Context: an optimization exercise on an open-source flow, tuned for small area and a short achievable clock period. The choices shown serve that exercise and are no tape-out recipe.
The RTL was checked by simulation tests, not by an equivalence proof against the original design.
Power figures rest on the tool's default switching activity, not on a simulated workload.

==> flow/design.v (outline; a module is shown in full before it is edited, if it fits) <==
// module divider_top: 22 lines
// module signed_divider: 3569 lines
module divider_top (
    input  wire        clk,
    input  wire [31:0] dividend,
    input  wire [31:0] divisor,
    output reg  [31:0] quotient,
    output reg  [31:0] remainder
);
  // ...
==> flow/flow/run.sh <==
#!/bin/bash
# The standard layout (standard.sh), with ORFS's repair_timing steps asked to
# leave a setup margin of 96 ns, so that they size and buffer the divider's
# critical paths; clock period, constraints and every other step are unchanged.
set -euo pipefail
bash standard.sh SETUP_SLACK_MARGIN=96 finish > standard_make.log 2>&1
==> flow/standard.sh <==
#!/bin/bash
# synth_recipe.tcl (not shown) runs the flow's synth.tcl, then flattens the netlist and writes it again
# the make line also repeats each setting of config.mk as NAME=value (left out here)
make -C /OpenROAD-flow-scripts/flow DESIGN_CONFIG=/design/flow/config.mk WORK_HOME=/design/flow/orfs CLKGATE_MAP_FILE= SYNTH_SCRIPT=/design/flow/synth_recipe.tcl "${@:-finish}"
==> flow/config.mk <==
export PLATFORM = sky130hd
export DESIGN_NAME = divider_top
export DESIGN_NICKNAME = divider_top
export VERILOG_FILES = /design/flow/design.v
export SDC_FILE = /design/flow/constraint.sdc
export NUM_CORES = 4
export LEC_CHECK = 0
export ABC_AREA = 1
export CAP_MARGIN = 20
export CORE_MARGIN = 2
export CORE_UTILIZATION = 40
export SLEW_MARGIN = 20
==> flow/constraint.sdc <==
create_clock -name core_clock -period 140.0 [get_ports {clk}]
set_input_delay 28.0000 -clock core_clock [delete_from_list [all_inputs] [get_ports {clk}]]
set_output_delay 28.0000 -clock core_clock [all_outputs]
set_load 0.01 [all_outputs]
==> metrics.md, run 1 <==
| Metric | Value |
|---|---|
| Status | timing/DRC/antenna clean |
| Area leader, netlist | nand2_1 |
| Final setup violation count | 0 |
| Actual slew at the worst max-slew pin | 1.10 ns |
| Fillers | 12,200 |
| Inverter count | 1,091 |
| Crit path kind | flip-flop to flip-flop |
| Crit path largest cell delay | 0.56 ns |
| Hold Buf Count CTS | 0 |
| Fraction of area in registers | 0.0508 |
| First-pass iteration count of the detailed router | 6 |
| Seq pwr | 0.0000539 W |
| Mux share of post-synthesis cell area | 0 |
| Most common cell in the netlist | nand2_1 |
| Largest net degree at the start of global routing | 60 |
| Mapped Nets | 8,103 |
| Slowest-stage cell, CP | a211oi_1 |
| Worst setup path start | divisor_q[0] |
| Largest family of logic cells by synthesized area | simple AND/OR/NAND/NOR gates |
| Final-layout non-clock buffer area share | 0.0795 |
| Sequential cell count | 128 |
| Leak | 26.9 nW |
| Die H | 341 um |
| Non-Clock Buffer Count | 437 |
| Cells after Synth | 8,035 |
| GRT Total Usage | 0.299 |
| Vias in the first global route | 45,500 |
| Gp weighted congestion | 1.01 |
| Share of cells above drive strength 1 | 0.231 |
| Final clock-cell share | 0.0118 |
==> inputs of run 2 (changes only) <==
==> flow/run.sh (new file) <==
#!/bin/bash
# synth_recipe.tcl (not shown) runs the flow's synth.tcl, then flattens the netlist and writes it again
# the make line also repeats each setting of config.mk as NAME=value (left out here)
make -C /OpenROAD-flow-scripts/flow DESIGN_CONFIG=/design/flow/config.mk WORK_HOME=/design/flow/orfs CLKGATE_MAP_FILE= SYNTH_SCRIPT=/design/flow/synth_recipe.tcl finish
removed: flow/flow/run.sh
removed: flow/standard.sh
==> metrics.md, run 2 <==
| Metric | Value |
|---|---|
| Status | timing/DRC/antenna clean (unchanged) |
| Die H | 341 um (unchanged) |
| Worst Path Arrival | 49.17 ns (was 41.78 ns) |
| Critical path capture point type | flip-flop (unchanged) |
| Overflow after GRT | 0 (unchanged) |
| Async SR Flop Fraction | 0 (unchanged) |
| Starting Density | 0.404 (unchanged) |
| Maximum clock insertion buffer count | 2 (unchanged) |
| Clock sink count | 128 (unchanged) |
| Core Box Area | 113,000 um2 (unchanged) |
| H-tree Lvls | 4 (unchanged) |
| First-pass iteration count of the detailed router | 6 (unchanged) |
| Reg2reg end | quotient[20] (unchanged) |
| Relative slew margins | 0.256 (was 0.263) |
| Crit path largest cell delay | 0.83 ns (was 0.56 ns) |
| Clock Latency Late Sink | 0.54 ns (was 0.55 ns) |
| CP bufs+invs | 25 (was 39) |
| #FFs+latches synth | 128 (unchanged) |
| Critical path depth | 336 (was 334) |
| Pwr/cell area | 13.5 nW/um2 (was 13.6 nW/um2) |
| Crit path kind | flip-flop to flip-flop (unchanged) |
| Vias in the first global route | 44,800 (was 45,500) |
| Ys Warns | 1 (unchanged) |
| TritonCTS clock tree | done (unchanged) |
| Yosys cell types | 84 (unchanged) |
| Slew Limit Fails | 0 (unchanged) |
| Post-Synth XOR/XNOR Area | 0.0784 (unchanged) |
| Actual slew at the worst max-slew pin | 1.11 ns (was 1.10 ns) |
| Root Driver | clkbuf_16 (unchanged) |
| Share of cells above drive strength 1 | 0.173 (was 0.231) |
| Prevailing post-synth register cell | dfxtp_1 (unchanged) |
| Startpoint Class | flip-flop (unchanged) |
| Commonest non-fill, non-tap cells in the layout | 2,816 x nand2_1, 931 x nand3_1, 903 x inv_1 (was 2,732 x nand2_1, 913 x nand3_1, 898 x inv_1) |
| R2R Path Start | divisor_q[0] (unchanged) |
| Top cell by count, worst path | nand2_1 (unchanged) |
| CP required | 140.41 ns (about the same) |
| Fin nets | 8,003 (was 8,294) |
| DIE WIDTH | 341 um (unchanged) |
| Routed Antenna Nets | 0 (unchanged) |
| Area leader, netlist | nand2_1 (unchanged) |
| DRC viols | 0 (unchanged) |
| Min-delay worst type | flip-flop to flip-flop (unchanged) |
| Most common cell in the netlist | nand2_1 (unchanged) |
| Vias | 50,400 (was 52,900) |
| Synth Area in Compound Gates | 0.0662 (unchanged) |
| Mux share of post-synthesis cell area | 0 (unchanged) |
| Final Skew | 0.0316 ns (was 0.0338 ns) |
| Port Buf Inserts | 128 (unchanged) |
| Area share of the largest cell type after synthesis | 0.233 (unchanged) |
| GRT Total Usage | 0.292 (was 0.299) |
| Post-synth EDFFs | 0 (unchanged) |
| Commonest cells in the synthesized netlist | 2,818 x nand2_1, 931 x nand3_1, 909 x inv_1 (unchanged) |
| Fin crit period | 48.76 ns (was 41.37 ns) |
| Slowest-stage cell, CP | dfxtp_4 (was a211oi_1) |
| DR WL/cell | 18.5 um (was 19.5 um) |
| Hold Crit Start | dividend_q[0] (unchanged) |
| VDD IR max | 20.4 uV (was 13.8 uV) |
| Post-CTS Repair Setup Buffers | 0 (was 24) |
| Hold_ws | 0.745 ns (was 0.795 ns) |
| Largest family of logic cells by synthesized area | simple AND/OR/NAND/NOR gates (unchanged) |
| First-pass GRT wire length | 265 mm (was 270 mm) |
| Post-synthesis simple-gate area fraction | 0.608 (unchanged) |
| DIE AREA | 116,000 um2 (unchanged) |
| Largest net degree at the start of global routing | 80 (was 60) |
| Drt initial violations | 4,984 (was 5,623) |
| Row cnt | 123 (unchanged) |
| Fin. Hold Viols | 0 (unchanged) |
| Post-Synth Adder-Cell Area | 0.00132 (unchanged) |
| Via/cell ratio | 5.33 (was 5.43) |
| Final worst path period share | 0.348 (was 0.296) |
| Mapped Nets | 8,103 (unchanged) |
| Reg clk slew, reported paths | 0.07 ns (about the same) |
| Max-cap viol count | 0 (unchanged) |
| Worst Hold Depth | 2 (was 3) |
| Leak | 25.0 nW (was 26.9 nW) |
| Num CTS Buffers | 17 (unchanged) |
| Routed WL | 175 mm (was 190 mm) |
| Post_cts resized | 0 (was 54) |
| Hold EP | remainder[0] (unchanged) |
| Area grow syn2layout | 0.586% (was 11.2%) |
| Average size of a mapped cell | 5.66 um2 (unchanged) |
| Initial antenna violation count | 7 (was 8) |
| FF-to-FF setup slack | 91.24 ns (was 98.63 ns) |
| Cells after Synth | 8,035 (unchanged) |
| Cell depth of the worst flop-to-flop path | 336 (was 334) |
| Mapped cell area | 45,500 um2 (unchanged) |
| Delay-heaviest family, CP | simple AND/OR/NAND/NOR gates (unchanged) |
| Post-route setup TNS | 0 ns (unchanged) |
| Main area contributors after synthesis | nand2_1 23%, nand3_1 10%, inv_1 7.5%, nand2_2 7.0%, xor2_1 6.8% (unchanged) |
| Gp weighted congestion | 1.01 (unchanged) |
| Commonest non-fill, non-tap cell in the layout | nand2_1 (unchanged) |
| Hold Buf Count CTS | 0 (unchanged) |
| Fillers | 12,600 (was 12,200) |
| Unrepaired setup endpoints after global routing | false (unchanged) |
| # IOs | 129 (unchanged) |
| Fmax | 20.5 MHz (was 24.2 MHz) |
| Crit-path max FO | 44 (was 22) |
| Final setup violation count | 0 (unchanged) |
| Post-synthesis sequential area ratio | 0.0563 (unchanged) |
| Hpwl dp | 135 mm (unchanged) |
## run 2: cell types whose count changed in the layout (fill, tap and decap cells not counted), sizes merged, moves of 4 or more
cell	previous run	this run
inv	1028	1035
nand3	1063	1045
clkinv	63	57
clkbuf	24	20
buf	305	75
nand2	3486	3454
## run 2: cell families after synthesis
group | count (synthesis)
XOR/XNOR | 398
buffers and inverters | 1412
adder cells (fa/ha/maj) | 5
AO/OA/AOI/OAI | 466
AND/OR/NAND/NOR | 5626
flip-flops | 128
## run 2: report_power, final
group | switching [W] | total (W) | leakage (nW) | internal, W
sequential | 0.00000570 | 0.0000542 | 1.08 | 0.0000485
combinational | 0.000357 | 0.000512 | 23.6 | 0.000156
clock | 0.0000228 | 0.0000499 | 0.282 | 0.0000271
total | 0.000385 | 0.000616 | 25.0 | 0.000231
## run 2: cell type report
| type | instances | area (um2) | area share |
|---|---|---|---|
| Inverter | 1090 | 4410 | 0.0964 |
| Clock inverter | 12 | 149 | 0.00325 |
| Timing Repair Buffer | 203 | 1840 | 0.0403 |
| Multi-Input combinational cell | 6495 | 34400 | 0.753 |
| Sequential cell | 128 | 2570 | 0.0561 |
| Clock buffer | 20 | 447 | 0.00976 |
| Tap cell | 1500 | 1880 | 0.0410 |
| Antenna cell | 6 | 15.0 | 0.000328 |
## run 2: tightest hold or removal path: stages (launching register included)
cell and delay, ns:
dfxtp_1 0.36, inv_2 0.11, xor2_1 0.18
## run 2: how the worst max path moves through the flow
stage / from / endpoint / slack, ns
global route: divisor_q[0] / remainder[31] / 86.30
CTS: divisor_q[0] / remainder[31] / 91.93
global placement: divisor_q[0] / quotient[20] / 92.86
finish: divisor_q[0] / quotient[20] / 91.24
floorplan: divisor_q[0] / remainder[18] / 105.04
detailed placement: divisor_q[0] / remainder[31] / 92.09
## run 2: through the flow
step	utilization	power [W]	instances	cell area, um2	setup WS, ns
2_1_floorplan	-	0.000459	8035	45500	105.04
3_3_place_gp	0.401	0.000554	9416	45100	92.86
3_5_place_dp	0.401	0.000558	9416	45100	92.09
4_1_cts	0.406	0.000611	9448	45700	91.93
5_1_grt	0.406	0.000673	9452	45800	86.30
6_report	0.406	0.000616	9454	45800	91.24
## run 2: per-layer routing
| layer | share of wire | global-route usage | routed length (um) |
|---|---|---|---|
| met3 | 0.089 | 0.0469 | 15600 |
| met5 | 0 | 0 | 0 |
| met4 | 0.049 | 0.133 | 8600 |
| met1 | 0.44 | 0.400 | 77100 |
| met2 | 0.42 | 0.449 | 73400 |
==> inputs of run 3 (changes only) <==
--- a/flow/config.mk
+++ b/flow/config.mk
@@ -6,7 +6,7 @@
 export NUM_CORES = 4
 export LEC_CHECK = 0
 export ABC_AREA = 1
-export CAP_MARGIN = 20
+export CAP_MARGIN = 50
 export CORE_MARGIN = 2
 export CORE_UTILIZATION = 40
-export SLEW_MARGIN = 20
+export SLEW_MARGIN = 50
==> metrics.md, run 3 <==
| Metric | Value |
|---|---|
| Status | timing/DRC/antenna clean (unchanged) |
| Top cell by count, worst path | nand2_1 (unchanged) |
| Post-Synth XOR/XNOR Area | 0.0784 (unchanged) |
| Hold EP | remainder[0] (unchanged) |
| Async SR Flop Fraction | 0 (unchanged) |
| Main area contributors after synthesis | nand2_1 23%, nand3_1 10%, inv_1 7.5%, nand2_2 7.0%, xor2_1 6.8% (unchanged) |
| Fin. Hold Viols | 0 (unchanged) |
| Synth Area in Compound Gates | 0.0662 (unchanged) |
| Commonest cells in the synthesized netlist | 2,818 x nand2_1, 931 x nand3_1, 909 x inv_1 (unchanged) |
| Reg clk slew, reported paths | 0.07 ns (about the same) |
| Hold Crit Start | dividend_q[0] (unchanged) |
| Post-synthesis sequential area ratio | 0.0563 (unchanged) |
| Commonest non-fill, non-tap cell in the layout | nand2_1 (unchanged) |
| Fin nets | 8,011 (was 8,003) |
| Num CTS Buffers | 17 (unchanged) |
| Mapped cell area | 45,500 um2 (unchanged) |
| Row cnt | 123 (unchanged) |
| CP required | 140.41 ns (about the same) |
| Routed WL | 175 mm (about the same) |
| Max-cap viol count | 0 (unchanged) |
| DIE AREA | 116,000 um2 (unchanged) |
| #FFs+latches synth | 128 (unchanged) |
| Final worst path period share | 0.341 (was 0.348) |
| Area share of the largest cell type after synthesis | 0.233 (unchanged) |
| Mapped Nets | 8,103 (unchanged) |
| First-pass iteration count of the detailed router | 6 (unchanged) |
| CP bufs+invs | 33 (was 25) |
| Clock Latency Late Sink | 0.53 ns (was 0.54 ns) |
| Pwr/cell area | 13.4 nW/um2 (was 13.5 nW/um2) |
| Actual slew at the worst max-slew pin | 0.811 ns (was 1.11 ns) |
| Post-synth EDFFs | 0 (unchanged) |
| Min-delay worst type | flip-flop to flip-flop (unchanged) |
| Post-route setup TNS | 0 ns (unchanged) |
| Final setup violation count | 0 (unchanged) |
| DIE WIDTH | 341 um (unchanged) |
| Core Box Area | 113,000 um2 (unchanged) |
| Pre-CTS WS | 92.51 ns (was 92.09 ns) |
| DRC viols | 0 (unchanged) |
| Gp weighted congestion | 1.01 (unchanged) |
| Fillers | 12,600 (about the same) |
| Mux share of post-synthesis cell area | 0 (unchanged) |
| Post-Synth Adder-Cell Area | 0.00132 (unchanged) |
| Clock sink count | 128 (unchanged) |
| Worst Path Arrival | 48.09 ns (was 49.17 ns) |
| Slowest-stage cell, CP | buf_4 (was dfxtp_4) |
| Yosys cell types | 84 (unchanged) |
| Crit path kind | flip-flop to flip-flop (unchanged) |
| Largest family of logic cells by synthesized area | simple AND/OR/NAND/NOR gates (unchanged) |
| Root Driver | clkbuf_16 (unchanged) |
| First-pass GRT wire length | 265 mm (about the same) |
| Port Buf Inserts | 128 (unchanged) |
| Hpwl dp | 135 mm (about the same) |
| Cell depth of the worst flop-to-flop path | 347 (was 336) |
| Vias | 50,300 (was 50,400) |
| Largest net degree at the start of global routing | 80 (unchanged) |
| DR WL/cell | 18.5 um (about the same) |
| Relative slew margins | 0.457 (was 0.256) |
| Vias in the first global route | 44,800 (about the same) |
| Cells after Synth | 8,035 (unchanged) |
| FF-to-FF setup slack | 92.32 ns (was 91.24 ns) |
| Final Skew | 0.0288 ns (was 0.0316 ns) |
| Maximum clock insertion buffer count | 2 (unchanged) |
| Critical path capture point type | flip-flop (unchanged) |
| Most common cell in the netlist | nand2_1 (unchanged) |
| H-tree Lvls | 4 (unchanged) |
| Worst Hold Depth | 2 (unchanged) |
| Area grow syn2layout | 0.968% (was 0.586%) |
| Share of cells above drive strength 1 | 0.176 (was 0.173) |
| Hold Buf Count CTS | 0 (unchanged) |
| Routed Antenna Nets | 0 (unchanged) |
| Fmax | 21.0 MHz (was 20.5 MHz) |
| Post_cts resized | 0 (unchanged) |
| Worst setup path start | divisor_q[0] (unchanged) |
| Fin crit period | 47.68 ns (was 48.76 ns) |
| Die H | 341 um (unchanged) |
| VDD IR max | 23.4 uV (was 20.4 uV) |
| Via/cell ratio | 5.32 (was 5.33) |
| Unrepaired setup endpoints after global routing | false (unchanged) |
| R2R Path Start | divisor_q[0] (unchanged) |
| Starting Density | 0.404 (unchanged) |
| # IOs | 129 (unchanged) |
| Initial antenna violation count | 6 (was 7) |
| Slew Limit Fails | 0 (unchanged) |
| Leak | 25.1 nW (was 25.0 nW) |
| Area leader, netlist | nand2_1 (unchanged) |
| Commonest non-fill, non-tap cells in the layout | 2,816 x nand2_1, 931 x nand3_1, 900 x inv_1 (was 2,816 x nand2_1, 931 x nand3_1, 903 x inv_1) |
| GRT Total Usage | 0.293 (was 0.292) |
| Average size of a mapped cell | 5.66 um2 (unchanged) |
| TritonCTS clock tree | done (unchanged) |
| Drt initial violations | 5,032 (was 4,984) |
| Post-CTS Repair Setup Buffers | 0 (unchanged) |
| Prevailing post-synth register cell | dfxtp_1 (unchanged) |
| Delay-heaviest family, CP | simple AND/OR/NAND/NOR gates (unchanged) |
| Crit path largest cell delay | 0.55 ns (was 0.83 ns) |
| Ys Warns | 1 (unchanged) |
| Crit-path max FO | 79 (was 44) |
| Reg2reg end | remainder[31] (was quotient[20]) |
| Final worst slack | 92.32 ns (was 91.24 ns) |
| Post-synthesis simple-gate area fraction | 0.608 (unchanged) |
| Startpoint Class | flip-flop (unchanged) |
| Overflow after GRT | 0 (unchanged) |
-- run 3: changes by cell type in the layout (fill, tap and decap cells not counted), moves of 3 or more --
cell    delta
nor4_1     -3
nor4_2     +3
buf_6      +9
inv_1      -3
buf_8      +3
buf_4      -7
-- run 3: layer usage --
metal	share of wire	up-vias	wire, um	GRT usage
li1	-	25000	-	-
met1	0.45	22800	78100	0.405
met2	0.42	2058	72800	0.445
met3	0.087	335	15300	0.0441
met4	0.050	2	8670	0.136
met5	0.00013	-	23	0
-- run 3: kinds of logic (layout without fill, tap and decap cells) --
kind of cell             count (synthesis)  in the layout
AND/OR/NAND/NOR                       5626           5626
buffers and inverters                 1412           1333
AO/OA/AOI/OAI                          466            466
XOR/XNOR                               398            398
flip-flops                             128            128
adder cells (fa/ha/maj)                  5              5
other                                    0              4
-- run 3: layout make-up --
class,count,area (um2),area share
tap,1500,1880,0.0409
clock buffer,18,429,0.00934
multi-input combinational,6495,34500,0.751
antenna,4,10.0,0.000218
inverter,1090,4420,0.0962
timing repair buffer,211,1980,0.0432
clock inverter,14,145,0.00316
sequential,128,2570,0.0560
-- run 3: metrics by stage --
stage	total power (W)	util	hold WS, ns	instances	area [um2]
2_1_floorplan	0.000459	-	0.507	8035	45500
3_3_place_gp	0.000554	0.401	0.715	9416	45100
3_5_place_dp	0.000559	0.402	0.693	9421	45300
4_1_cts	0.000610	0.407	0.691	9453	45900
5_1_grt	0.000671	0.408	0.710	9460	45900
6_report	0.000616	0.408	0.716	9460	45900
-- run 3: power by group --
| part | switching (W) | internal [W] | total, W |
|---|---|---|---|
| Clock | 0.0000232 | 0.0000249 | 0.0000481 |
| Combinational | 0.000357 | 0.000156 | 0.000514 |
| Sequential | 0.00000552 | 0.0000485 | 0.0000540 |
-- run 3: worst max path at each step --
stage                    endpoint  slack (ns)  cells past startpoint
detailed placement  remainder[31]       92.51                    349
floorplan           remainder[18]      105.04                    366
CTS                 remainder[31]       92.37                    349
finish              remainder[31]       92.32                    347
global placement     quotient[20]       92.86                    332
global route        remainder[31]       87.48                    349
-- run 3: worst register-to-register path: cells and delay by family, from the launching register on --
| kind | cells | cell delay, ns |
|---|---|---|
| simple gates | 290 | 35.76 |
| flops | 1 | 0.44 |
| buf+inv | 33 | 5.13 |
| xor+xnor | 4 | 1.16 |
| compound gates | 20 | 5.02 |
==> inputs of run 4 (changes only) <==
--- a/flow/config.mk
+++ b/flow/config.mk
@@ -6,7 +6,7 @@
 export NUM_CORES = 4
 export LEC_CHECK = 0
 export ABC_AREA = 1
-export CAP_MARGIN = 50
+export CAP_MARGIN = 80
 export CORE_MARGIN = 2
 export CORE_UTILIZATION = 40
-export SLEW_MARGIN = 50
+export SLEW_MARGIN = 80
==> metrics.md, run 4 <==
| Metric | Value |
|---|---|
| Status | timing/DRC/antenna clean (unchanged) |
| Crit path kind | flip-flop to flip-flop (unchanged) |
| Fin crit period | 45.08 ns (was 47.68 ns) |
| Unrepaired setup endpoints after global routing | false (unchanged) |
| Ys Warns | 1 (unchanged) |
| Hpwl dp | 146 mm (was 135 mm) |
| Cells after Synth | 8,035 (unchanged) |
| Via/cell ratio | 5.32 (about the same) |
| Mapped Nets | 8,103 (unchanged) |
| Leak | 26.6 nW (was 25.1 nW) |
| Num CTS Buffers | 17 (unchanged) |
| Cell depth of the worst flop-to-flop path | 386 (was 347) |
| Routed Antenna Nets | 0 (unchanged) |
| Final worst path period share | 0.322 (was 0.341) |
| Top cell by count, worst path | nand2_1 (unchanged) |
| Share of cells above drive strength 1 | 0.209 (was 0.176) |
| Commonest non-fill, non-tap cells in the layout | 2,810 x nand2_1, 930 x nand3_1, 897 x inv_1 (was 2,816 x nand2_1, 931 x nand3_1, 900 x inv_1) |
| Largest net degree at the start of global routing | 32 (was 80) |
| Clock Latency Late Sink | 0.55 ns (was 0.53 ns) |
| Max-cap viol count | 0 (unchanged) |
| Initial antenna violation count | 8 (was 6) |
| Row cnt | 123 (unchanged) |
| Area share of the largest cell type after synthesis | 0.233 (unchanged) |
| DRC viols | 0 (unchanged) |
| Routed WL | 177 mm (was 175 mm) |
| #FFs+latches synth | 128 (unchanged) |
| Main area contributors after synthesis | nand2_1 23%, nand3_1 10%, inv_1 7.5%, nand2_2 7.0%, xor2_1 6.8% (unchanged) |
| Commonest cells in the synthesized netlist | 2,818 x nand2_1, 931 x nand3_1, 909 x inv_1 (unchanged) |
| Async SR Flop Fraction | 0 (unchanged) |
| GRT Total Usage | 0.296 (was 0.293) |
| Final setup violation count | 0 (unchanged) |
| Post-synth EDFFs | 0 (unchanged) |
| Prevailing post-synth register cell | dfxtp_1 (unchanged) |
| Min-delay worst type | flip-flop to flip-flop (unchanged) |
| Hold EP | remainder[0] (unchanged) |
| Commonest non-fill, non-tap cell in the layout | nand2_1 (unchanged) |
| Port Buf Inserts | 128 (unchanged) |
| First-pass iteration count of the detailed router | 6 (unchanged) |
| # IOs | 129 (unchanged) |
| Actual slew at the worst max-slew pin | 0.341 ns (was 0.811 ns) |
| Slew Limit Fails | 0 (unchanged) |
| Relative slew margins | 0.772 (was 0.457) |
| Hold Buf Count CTS | 0 (unchanged) |
| Worst Hold Depth | 2 (unchanged) |
| Critical path capture point type | flip-flop (unchanged) |
| DIE WIDTH | 341 um (unchanged) |
| Area leader, netlist | nand2_1 (unchanged) |
| Hold Crit Start | dividend_q[0] (unchanged) |
| CP required | 140.46 ns (was 140.41 ns) |
| Crit-path max FO | 31 (was 79) |
| Clock sink count | 128 (unchanged) |
| Maximum clock insertion buffer count | 2 (unchanged) |
| Startpoint Class | flip-flop (unchanged) |
| Crit path largest cell delay | 0.38 ns (was 0.55 ns) |
| R2R Path Start | divisor_q[0] (unchanged) |
| Starting Density | 0.404 (unchanged) |
| Post_cts resized | 0 (unchanged) |
| Slowest-stage cell, CP | dfxtp_4 (was buf_4) |
| H-tree Lvls | 4 (unchanged) |
| Core Box Area | 113,000 um2 (unchanged) |
| Hold_ws | 0.676 ns (was 0.716 ns) |
| Post-route setup TNS | 0 ns (unchanged) |
| Drt initial violations | 4,952 (was 5,032) |
| DIE AREA | 116,000 um2 (unchanged) |
| VDD IR max | 15.9 uV (was 23.4 uV) |
| Reg2reg end | quotient[31] (was remainder[31]) |
| Fin nets | 8,146 (was 8,011) |
| FF-to-FF setup slack | 94.92 ns (was 92.32 ns) |
| Fillers | 12,000 (was 12,600) |
| Area grow syn2layout | 9.89% (was 0.968%) |
| Fin. Hold Viols | 0 (unchanged) |
| Fmax | 22.2 MHz (was 21.0 MHz) |
| Final Skew | 0.0403 ns (was 0.0288 ns) |
| Post-CTS Repair Setup Buffers | 0 (unchanged) |
| Die H | 341 um (unchanged) |
| Post-synthesis sequential area ratio | 0.0563 (unchanged) |
| Vias in the first global route | 45,500 (was 44,800) |
| Vias | 51,100 (was 50,300) |
| Root Driver | clkbuf_16 (unchanged) |
| Most common cell in the netlist | nand2_1 (unchanged) |
| DR WL/cell | 18.4 um (was 18.5 um) |
| Pwr/cell area | 13.2 nW/um2 (was 13.4 nW/um2) |
| First-pass GRT wire length | 267 mm (was 265 mm) |
| Reg clk slew, reported paths | 0.07 ns (about the same) |
| Mapped cell area | 45,500 um2 (unchanged) |
| Gp weighted congestion | 1.01 (unchanged) |
| Overflow after GRT | 0 (unchanged) |
| Worst Path Arrival | 45.53 ns (was 48.09 ns) |
| Average size of a mapped cell | 5.66 um2 (unchanged) |
| TritonCTS clock tree | done (unchanged) |
| Yosys cell types | 84 (unchanged) |
## run 4: how the worst max path moves through the flow
stage / start / endpoint / slack, ns / depth (start not counted)
6_report: divisor_q[0] / quotient[31] / 94.92 / 386
5_1_grt: divisor_q[0] / remainder[31] / 90.21 / 380
4_1_cts: divisor_q[0] / quotient[31] / 95.42 / 368
3_5_place_dp: divisor_q[0] / quotient[31] / 95.58 / 373
3_3_place_gp: divisor_q[0] / quotient[20] / 92.86 / 332
2_1_floorplan: divisor_q[0] / remainder[18] / 105.04 / 366
## run 4: power breakdown
part           switching, W  total (W)  internal, W
Clock             0.0000233  0.0000482    0.0000249
Combinational      0.000374   0.000560     0.000186
Sequential       0.00000562  0.0000542    0.0000485
Total              0.000403   0.000662     0.000259
## run 4: cell families after synthesis
kind of cell / count (synthesis) / synth area share
simple gates: 5626 / 0.608
buf+inv: 1412 / 0.190
compound gates: 466 / 0.0662
xor+xnor: 398 / 0.0784
flops: 128 / 0.0563
fa+ha+maj: 5 / 0.00132
## run 4: metrics by stage
stage               area [um2]  setup slack (ns)  power, W   util  cells
global placement         45100             92.86  0.000554  0.401   9416
finish                   50000             94.92  0.000662  0.444   9596
floorplan                45500            105.04  0.000459      -   8035
global route             50000             90.21  0.000720  0.444   9596
detailed placement       48900             95.58  0.000599  0.434   9551
CTS                      49500             95.42  0.000651  0.439   9583
## run 4: worst max-delay path, delay by kind of cell (launching register included)
kind / cells / cell delay, ns
AOI/OAI and AO/OA: 18 / 3.56
DFF: 1 / 0.38
and+or+nand+nor: 310 / 32.69
xor gates and xnor gates: 1 / 0.14
buffers and inverters: 56 / 7.70
adders and majority gates: 1 / 0.20
## run 4: cell type report
type | count | area [um2] | area share
Antenna cell | 5 | 12.5 | 0.000250
Clock buffer | 18 | 429 | 0.00859
Clock inverter | 14 | 145 | 0.00290
Inverter | 1090 | 4490 | 0.0898
Multi-Input combinational cell | 6495 | 36100 | 0.723
Sequential cell | 128 | 2590 | 0.0518
Tap cell | 1500 | 1880 | 0.0375
Timing Repair Buffer | 346 | 4330 | 0.0866
## run 4: routing by layer
metal | GRT usage | part of all wire | up-vias
li1 | - | - | 25300
met5 | 0 | 0.00012 | -
met4 | 0.156 | 0.057 | 4
met2 | 0.446 | 0.42 | 2227
met1 | 0.409 | 0.44 | 23200
met3 | 0.0365 | 0.086 | 400
==> inputs of run 5 (changes only) <==
==> flow/flow/run.sh (new file) <==
#!/bin/bash
# The standard layout (standard.sh), with ORFS's repair_timing steps asked to
# leave a setup margin of 99 ns and limited to resizing gates (no buffering,
# cloning, buffer removal or pin swaps), so the netlist's structure stays that of
# the standard synthesis; clock period, constraints and every other step are unchanged.
set -euo pipefail
bash standard.sh SETUP_SLACK_MARGIN=99 SETUP_MOVE_SEQUENCE=sizeup SKIP_GATE_CLONING=1 \
  SKIP_BUFFER_REMOVAL=1 SKIP_PIN_SWAP=1 finish > standard_make.log 2>&1
==> flow/standard.sh (new file) <==
#!/bin/bash
# synth_recipe.tcl (not shown) runs the flow's synth.tcl, then flattens the netlist and writes it again
# the make line also repeats each setting of config.mk as NAME=value (left out here)
make -C /OpenROAD-flow-scripts/flow DESIGN_CONFIG=/design/flow/config.mk WORK_HOME=/design/flow/orfs CLKGATE_MAP_FILE= SYNTH_SCRIPT=/design/flow/synth_recipe.tcl "${@:-finish}"
--- a/flow/config.mk
+++ b/flow/config.mk
@@ -6,7 +6,7 @@
 export NUM_CORES = 4
 export LEC_CHECK = 0
 export ABC_AREA = 1
-export CAP_MARGIN = 80
+export CAP_MARGIN = 20
 export CORE_MARGIN = 2
 export CORE_UTILIZATION = 40
-export SLEW_MARGIN = 80
+export SLEW_MARGIN = 20
removed: flow/run.sh
==> metrics.md, run 5 <==
| Metric | Value |
|---|---|
| Final worst path period share | 0.315 (was 0.322) |
| Overflow after GRT | 0 (unchanged) |
| Commonest cells in the synthesized netlist | 2,818 x nand2_1, 931 x nand3_1, 909 x inv_1 (unchanged) |
| Area leader, netlist | nand2_1 (unchanged) |
| Commonest non-fill, non-tap cell in the layout | nand2_1 (unchanged) |
| Prevailing post-synth register cell | dfxtp_1 (unchanged) |
| Starting Density | 0.404 (unchanged) |
| Internal power | 0.000250 W (was 0.000259 W) |
| DRC viols | 0 (unchanged) |
| Actual slew at the worst max-slew pin | 1.17 ns (was 0.341 ns) |
| Vias | 51,200 (was 51,100) |
| Pwr/cell area | 13.4 nW/um2 (was 13.2 nW/um2) |
| Vias in the first global route | 45,700 (was 45,500) |
| Clock Power Share | 0.075 (was 0.073) |
| Final Skew | 0.0332 ns (was 0.0403 ns) |
| Crit path kind | flip-flop to flip-flop (unchanged) |
| DIE AREA | 116,000 um2 (unchanged) |
| Post-Layout Inst Area | 50,200 um2 (was 50,000 um2) |
| Max-cap viol count | 0 (unchanged) |
| Initial antenna violation count | 8 (unchanged) |
| VDD IR max | 21.9 uV (was 15.9 uV) |
| Critical path capture point type | flip-flop (unchanged) |
| Largest net degree at the start of global routing | 80 (was 32) |
| Main area contributors after synthesis | nand2_1 23%, nand3_1 10%, inv_1 7.5%, nand2_2 7.0%, xor2_1 6.8% (unchanged) |
| Fin crit period | 44.17 ns (was 45.08 ns) |
| Hold_ws | 0.722 ns (was 0.676 ns) |
| Num CTS Buffers | 17 (unchanged) |
| Row cnt | 123 (unchanged) |
| Hpwl dp | 135 mm (was 146 mm) |
| Post-Place Cell Area | 45,100 um2 (was 48,900 um2) |
| Drt initial violations | 4,888 (was 4,952) |
| Crit path largest cell delay | 0.91 ns (was 0.38 ns) |
| Worst Path Arrival | 44.59 ns (was 45.53 ns) |
| Clock Latency Late Sink | 0.55 ns (about the same) |
| Clock sink count | 128 (unchanged) |
| Core Box Area | 113,000 um2 (unchanged) |
| Cells after DPL | 9,416 (was 9,551) |
| Port Buf Inserts | 128 (unchanged) |
| Routed WL | 179 mm (was 177 mm) |
| Reg clk slew, reported paths | 0.07 ns (about the same) |
| Top cell by count, worst path | nand2_4 (was nand2_1) |
| Gp weighted congestion | 1.01 (unchanged) |
| Maximum clock insertion buffer count | 2 (unchanged) |
| Final non-filler cell total | 9,455 (was 9,596) |
| Post-synthesis sequential area ratio | 0.0563 (unchanged) |
| Root Driver | clkbuf_16 (unchanged) |
| Mapped cell area | 45,500 um2 (unchanged) |
| TritonCTS clock tree | done (unchanged) |
| Fmax | 22.6 MHz (was 22.2 MHz) |
| Ys Warns | 1 (unchanged) |
| Area grow syn2layout | 10.4% (was 9.89%) |
| Async SR Flop Fraction | 0 (unchanged) |
| CP required | 140.43 ns (was 140.46 ns) |
| Sequential Power Share | 0.081 (was 0.082) |
| Yosys cell types | 84 (unchanged) |
| Cells after Synth | 8,035 (unchanged) |
| Hold Buf Count CTS | 0 (unchanged) |
| Final Util | 0.446 (was 0.444) |
| Relative slew margins | 0.218 (was 0.772) |
| # IOs | 129 (unchanged) |
| DR WL/cell | 19.0 um (was 18.4 um) |
| Routed Antenna Nets | 0 (unchanged) |
| First-pass GRT wire length | 268 mm (was 267 mm) |
| Share of cells above drive strength 1 | 0.266 (was 0.209) |
| #FFs+latches synth | 128 (unchanged) |
| Area share of the largest cell type after synthesis | 0.233 (unchanged) |
| Final setup violation count | 0 (unchanged) |
| NetSw | 0.000422 W (was 0.000403 W) |
| Sw frac | 0.628 (was 0.609) |
| Average size of a mapped cell | 5.66 um2 (unchanged) |
| Startpoint Class | flip-flop (unchanged) |
| DIE WIDTH | 341 um (unchanged) |
| Most common cell in the netlist | nand2_1 (unchanged) |
| Mapped Nets | 8,103 (unchanged) |
| Leak | 25.9 nW (was 26.6 nW) |
| GRT Total Usage | 0.296 (about the same) |
| Fin nets | 8,004 (was 8,146) |
| Status | timing/DRC/antenna clean (unchanged) |
| Die H | 341 um (unchanged) |
| Via/cell ratio | 5.42 (was 5.32) |
| Slowest-stage cell, CP | dfxtp_4 (unchanged) |
| Post-route setup TNS | 0 ns (unchanged) |
| Fillers | 12,200 (was 12,000) |
| Crit-path max FO | 79 (was 31) |
| Unrepaired setup endpoints after global routing | true (was false) |
| Combinational Power Share | 0.845 (about the same) |
| Min-delay worst type | flip-flop to flip-flop (unchanged) |
| First-pass iteration count of the detailed router | 6 (unchanged) |
| Commonest non-fill, non-tap cells in the layout | 2,470 x nand2_1, 872 x inv_1, 805 x nand3_1 (was 2,810 x nand2_1, 930 x nand3_1, 897 x inv_1) |
| Fin. Hold Viols | 0 (unchanged) |
| Post-synth EDFFs | 0 (unchanged) |
| H-tree Lvls | 4 (unchanged) |
| Slew Limit Fails | 0 (unchanged) |
## run 5: cell counts after synthesis
No cell type changed its count.
## run 5: cell type report
type                       instances  area [um2]  area share
timing repair buffer             204        1890      0.0376
sequential                       128        2570      0.0512
tap                             1500        1880      0.0374
clock inverter                    12         149     0.00297
antenna                            6        15.0    0.000299
clock buffer                      20         447     0.00890
multi-input combinational       6495       38700       0.770
inverter                        1090        4580      0.0913
## run 5: power groups by stage
stage                     combinational [W]  sequential [W]  clock [W]
after floorplan                    0.000401       0.0000574          0
after global placement             0.000499       0.0000551          0
after detailed placement           0.000503       0.0000548          0
after CTS                          0.000535       0.0000543  0.0000515
after global routing               0.000620       0.0000551  0.0000524
final                              0.000568       0.0000542  0.0000501
## run 5: timing repair
action / in CTS / in global routing
gates resized for setup: 585 / 520
cloned: 0 / 0
setup endpoints to repair: 64 / 64
hold endpoints to repair: 0 / 0
buffers inserted: 0 / 0
## run 5: logic make-up (layout without fill, tap and decap cells)
family / Yosys count / after routing / synth area share
buf+inv: 1412 / 1326 / 0.190
compound gates: 466 / 466 / 0.0662
other cells: 0 / 6 / 0
fa+ha+maj: 5 / 5 / 0.00132
flops: 128 / 128 / 0.0563
xor+xnor: 398 / 398 / 0.0784
simple gates: 5626 / 5626 / 0.608
## run 5: worst max-delay path: cells and delay by family, from the launching register on
kind / cells / cell delay, ns
XOR/XNOR: 6 / 1.06
buffers and inverters: 29 / 3.08
AND/OR/NAND/NOR: 266 / 32.85
flip-flops: 1 / 0.91
AO/OA/AOI/OAI: 24 / 5.73
## run 5: through the flow
stage,total power [W],setup slack (ns)
2_1_floorplan,0.000459,105.04
3_3_place_gp,0.000554,92.86
3_5_place_dp,0.000558,92.09
4_1_cts,0.000640,96.94
5_1_grt,0.000727,92.66
6_report,0.000672,95.83
## run 5: metal layers
layer / track usage / share of wire / up-vias
met4: 0.140 / 0.052 / 0
met2: 0.455 / 0.43 / 2036
met5: 0 / 0 / -
met1: 0.404 / 0.44 / 23800
met3: 0.0452 / 0.084 / 365
li1: - / - / 25000
## run 5: final timing paths
check                start            to  slack [ns]  cells after the start
min          dividend_q[0]  remainder[0]        0.72                      2
min reg2reg  dividend_q[0]  remainder[0]        0.72                      2
max reg2reg   divisor_q[0]  quotient[31]       95.83                    325
max           divisor_q[0]  quotient[31]       95.83                    325
==> inputs of run 6 (changes only) <==
==> flow/flow/run.sh (replaced) <==
#!/bin/bash
# The standard layout (standard.sh), with ORFS's repair_timing steps asked to
# leave a setup margin of 97 ns and limited to resizing gates and inserting buffers
# (no gate cloning, buffer removal or pin swaps); clock period, constraints and
# every other step are unchanged.
set -euo pipefail
bash standard.sh SETUP_SLACK_MARGIN=97 SETUP_MOVE_SEQUENCE=sizeup,buffer SKIP_GATE_CLONING=1 \
  SKIP_BUFFER_REMOVAL=1 SKIP_PIN_SWAP=1 finish > standard_make.log 2>&1
==> metrics.md, run 6 <==
| Metric | Value |
|---|---|
| Delay-heaviest family, CP | simple AND/OR/NAND/NOR gates (unchanged) |
| Yosys cell types | 84 (unchanged) |
| DRC viols | 0 (unchanged) |
| First-pass iteration count of the detailed router | 5 (was 6) |
| Critical path capture point type | flip-flop (unchanged) |
| Status | timing/DRC/antenna clean (unchanged) |
| Gp weighted congestion | 1.01 (unchanged) |
| Crit-path max FO | 43 (was 79) |
| Fin. Hold Viols | 0 (unchanged) |
| Overflow after GRT | 0 (unchanged) |
| TritonCTS clock tree | done (unchanged) |
| Relative slew margins | 0.0940 (was 0.218) |
| Post-synth EDFFs | 0 (unchanged) |
| Hpwl dp | 135 mm (unchanged) |
| Crit path largest cell delay | 0.81 ns (was 0.91 ns) |
| Cells after Synth | 8,035 (unchanged) |
| CP required | 140.41 ns (was 140.43 ns) |
| Most common cell in the netlist | nand2_1 (unchanged) |
| Routed WL | 186 mm (was 179 mm) |
| Root Driver | clkbuf_16 (unchanged) |
| Min-delay worst type | flip-flop to flip-flop (unchanged) |
| Ys Warns | 1 (unchanged) |
| Post-synthesis sequential area ratio | 0.0563 (unchanged) |
| Average size of a mapped cell | 5.66 um2 (unchanged) |
| CP bufs+invs | 36 (was 29) |
| Mapped Nets | 8,103 (unchanged) |
| Max-cap viol count | 0 (unchanged) |
| Mapped cell area | 45,500 um2 (unchanged) |
| Pre-CTS WS | 92.09 ns (unchanged) |
| Top cell by count, worst path | nand2_2 (was nand2_4) |
| Vias | 53,600 (was 51,200) |
| DIE WIDTH | 341 um (unchanged) |
| Starting Density | 0.404 (unchanged) |
| Share of cells above drive strength 1 | 0.345 (was 0.266) |
| Largest net degree at the start of global routing | 80 (unchanged) |
| Routed Antenna Nets | 0 (unchanged) |
| Commonest cells in the synthesized netlist | 2,818 x nand2_1, 931 x nand3_1, 909 x inv_1 (unchanged) |
| Initial antenna violation count | 9 (was 8) |
| Vias in the first global route | 45,600 (was 45,700) |
| H-tree Lvls | 4 (unchanged) |
| Main area contributors after synthesis | nand2_1 23%, nand3_1 10%, inv_1 7.5%, nand2_2 7.0%, xor2_1 6.8% (unchanged) |
| Commonest non-fill, non-tap cells in the layout | 2,298 x nand2_1, 898 x nand2_2, 855 x inv_1 (was 2,470 x nand2_1, 872 x inv_1, 805 x nand3_1) |
| Area leader, netlist | nand2_1 (unchanged) |
| Post-route setup TNS | 0 ns (unchanged) |
| DR WL/cell | 18.8 um (was 19.0 um) |
| Area grow syn2layout | 21.3% (was 10.4%) |
| GRT Total Usage | 0.295 (was 0.296) |
| Fmax | 23.4 MHz (was 22.6 MHz) |
| Prevailing post-synth register cell | dfxtp_1 (unchanged) |
| Maximum clock insertion buffer count | 2 (unchanged) |
| Pwr/cell area | 13.2 nW/um2 (was 13.4 nW/um2) |
| Fin crit period | 42.78 ns (was 44.17 ns) |
| Port Buf Inserts | 128 (unchanged) |
| Via/cell ratio | 5.41 (was 5.42) |
| VDD IR max | 22.1 uV (was 21.9 uV) |
| DIE AREA | 116,000 um2 (unchanged) |
| Crit path kind | flip-flop to flip-flop (unchanged) |
| Slowest-stage cell, CP | nor3_1 (was dfxtp_4) |
| Drt initial violations | 5,131 (was 4,888) |
| Clock Latency Late Sink | 0.55 ns (about the same) |
| Startpoint Class | flip-flop (unchanged) |
| Hold_ws | 0.834 ns (was 0.722 ns) |
| Clock sink count | 128 (unchanged) |
| #FFs+latches synth | 128 (unchanged) |
| Final setup violation count | 0 (unchanged) |
| Final Skew | 0.0310 ns (was 0.0332 ns) |
| Num CTS Buffers | 17 (unchanged) |
| Final worst slack | 97.22 ns (was 95.83 ns) |
| Final non-filler cell total | 9,904 (was 9,455) |
| Unrepaired setup endpoints after global routing | true (unchanged) |
| Slew Limit Fails | 0 (unchanged) |
| Die H | 341 um (unchanged) |
| Core Box Area | 113,000 um2 (unchanged) |
| Area share of the largest cell type after synthesis | 0.233 (unchanged) |
| Leak | 28.3 nW (was 25.9 nW) |
| Final worst path period share | 0.306 (was 0.315) |
| # IOs | 129 (unchanged) |
| First-pass GRT wire length | 268 mm (about the same) |
| Cells after DPL | 9,416 (unchanged) |
| Actual slew at the worst max-slew pin | 1.35 ns (was 1.17 ns) |
| Async SR Flop Fraction | 0 (unchanged) |
| Worst Path Arrival | 43.19 ns (was 44.59 ns) |
| Reg clk slew, reported paths | 0.07 ns (about the same) |
| Commonest non-fill, non-tap cell in the layout | nand2_1 (unchanged) |
| Row cnt | 123 (unchanged) |
| Fin nets | 8,452 (was 8,004) |
## run 6: cell counts after synthesis
No cell type changed its count.
## run 6: cell families after synthesis
kind of cell | Yosys count | share of synthesized area
compound gates | 466 | 0.0662
flops | 128 | 0.0563
simple gates | 5626 | 0.608
xor+xnor | 398 | 0.0784
buf+inv | 1412 | 0.190
fa+ha+maj | 5 | 0.00132
## run 6: final cells by class
| class | instances | area [um2] |
|---|---|---|
| Fill cell | 11700 | 57500 |
| Multi-Input combinational cell | 6495 | 39900 |
| Timing Repair Buffer | 652 | 5590 |
| Inverter | 1090 | 4570 |
| Sequential cell | 128 | 2570 |
| Tap cell | 1500 | 1880 |
| Clock buffer | 20 | 447 |
| Clock inverter | 12 | 149 |
| Antenna cell | 7 | 17.5 |
## run 6: worst reg2reg max path: cells and delay by family, from the launching register on
family	cells	cell delay, ns
simple gates	242	29.82
buf+inv	36	4.40
xor+xnor	9	1.87
fa+ha+maj	2	0.57
flops	1	0.36
compound gates	20	5.77
## run 6: path summary, 6_finish.rpt
path            startpoint            to  slack [ns]  depth (start not counted)
max          dividend_q[0]  quotient[20]       97.22                        309
min          dividend_q[0]  remainder[0]        0.83                          3
max reg2reg  dividend_q[0]  quotient[20]       97.22                        309
min reg2reg  dividend_q[0]  remainder[0]        0.83                          3
## run 6: repair_timing
| item | 4_1_cts | 5_1_grt |
|---|---|---|
| buffers inserted | 83 | 366 |
| hold buffers | 0 | 0 |
| endpoints found under the setup margin | 64 | 64 |
| gates resized for setup | 177 | 1351 |
| gates cloned | 0 | 0 |
| endpoints found under the hold margin | 0 | 0 |
## run 6: power breakdown
part           internal [W]  switching (W)
Combinational      0.000211       0.000414
Sequential        0.0000485     0.00000575
Clock             0.0000271      0.0000229
## run 6: stage by stage
stage,instance area (um2),utilization,power (W)
3_5_place_dp,45100,0.401,0.000558
3_3_place_gp,45100,0.401,0.000554
5_1_grt,55200,0.490,0.000785
2_1_floorplan,45500,-,0.000459
4_1_cts,47300,0.420,0.000625
6_report,55200,0.490,0.000730
## run 6: routing by layer
layer	wire, um	up-vias	GRT usage
met5	0	-	0
li1	-	25900	-
met4	10700	0	0.144
met3	16500	485	0.0489
met1	79100	24900	0.402
met2	80100	2281	0.450

==> separate check: timing with driven ports <==
Ports are ideal in the flow. The routed layouts listed here were re-timed in OpenROAD.
Step 1: set_driving_cell puts a clkbuf_16 on clk and a buf_2 on each other input, an assumption about the parent block.
Step 2 adds t to the input delays and takes it off the output delays; t is the mean of the earliest and latest rising clock arrival at the registers after step 1. Input paths then give back, and output paths get back, about the clock's delay inside the block.
a / b / c = ideal ports / drivers / drivers and shift; a / b = the first two.
run | t (ns) | setup slack, ns | worst setup path at the end | clock arrival spread, ns | pins driven straight from the clock port
run 1 | 0.605 | 98.630 / 98.630 / 98.630 | register to register | 0.034 / 0.034 | 1
run 2 | 0.604 | 91.242 / 91.242 / 91.242 | register to register | 0.031 / 0.032 | 1
run 3 | 0.599 | 92.321 / 92.321 / 92.321 | register to register | 0.029 / 0.029 | 1
run 4 | 0.599 | 94.923 / 94.923 / 94.923 | register to register | 0.041 / 0.040 | 1
run 5 | 0.607 | 95.832 / 95.832 / 95.832 | register to register | 0.033 / 0.033 | 1
run 6 | 0.607 | 97.216 / 97.216 / 97.216 | register to register | 0.031 / 0.031 | 1
After both steps setup and hold are still met in every run listed.
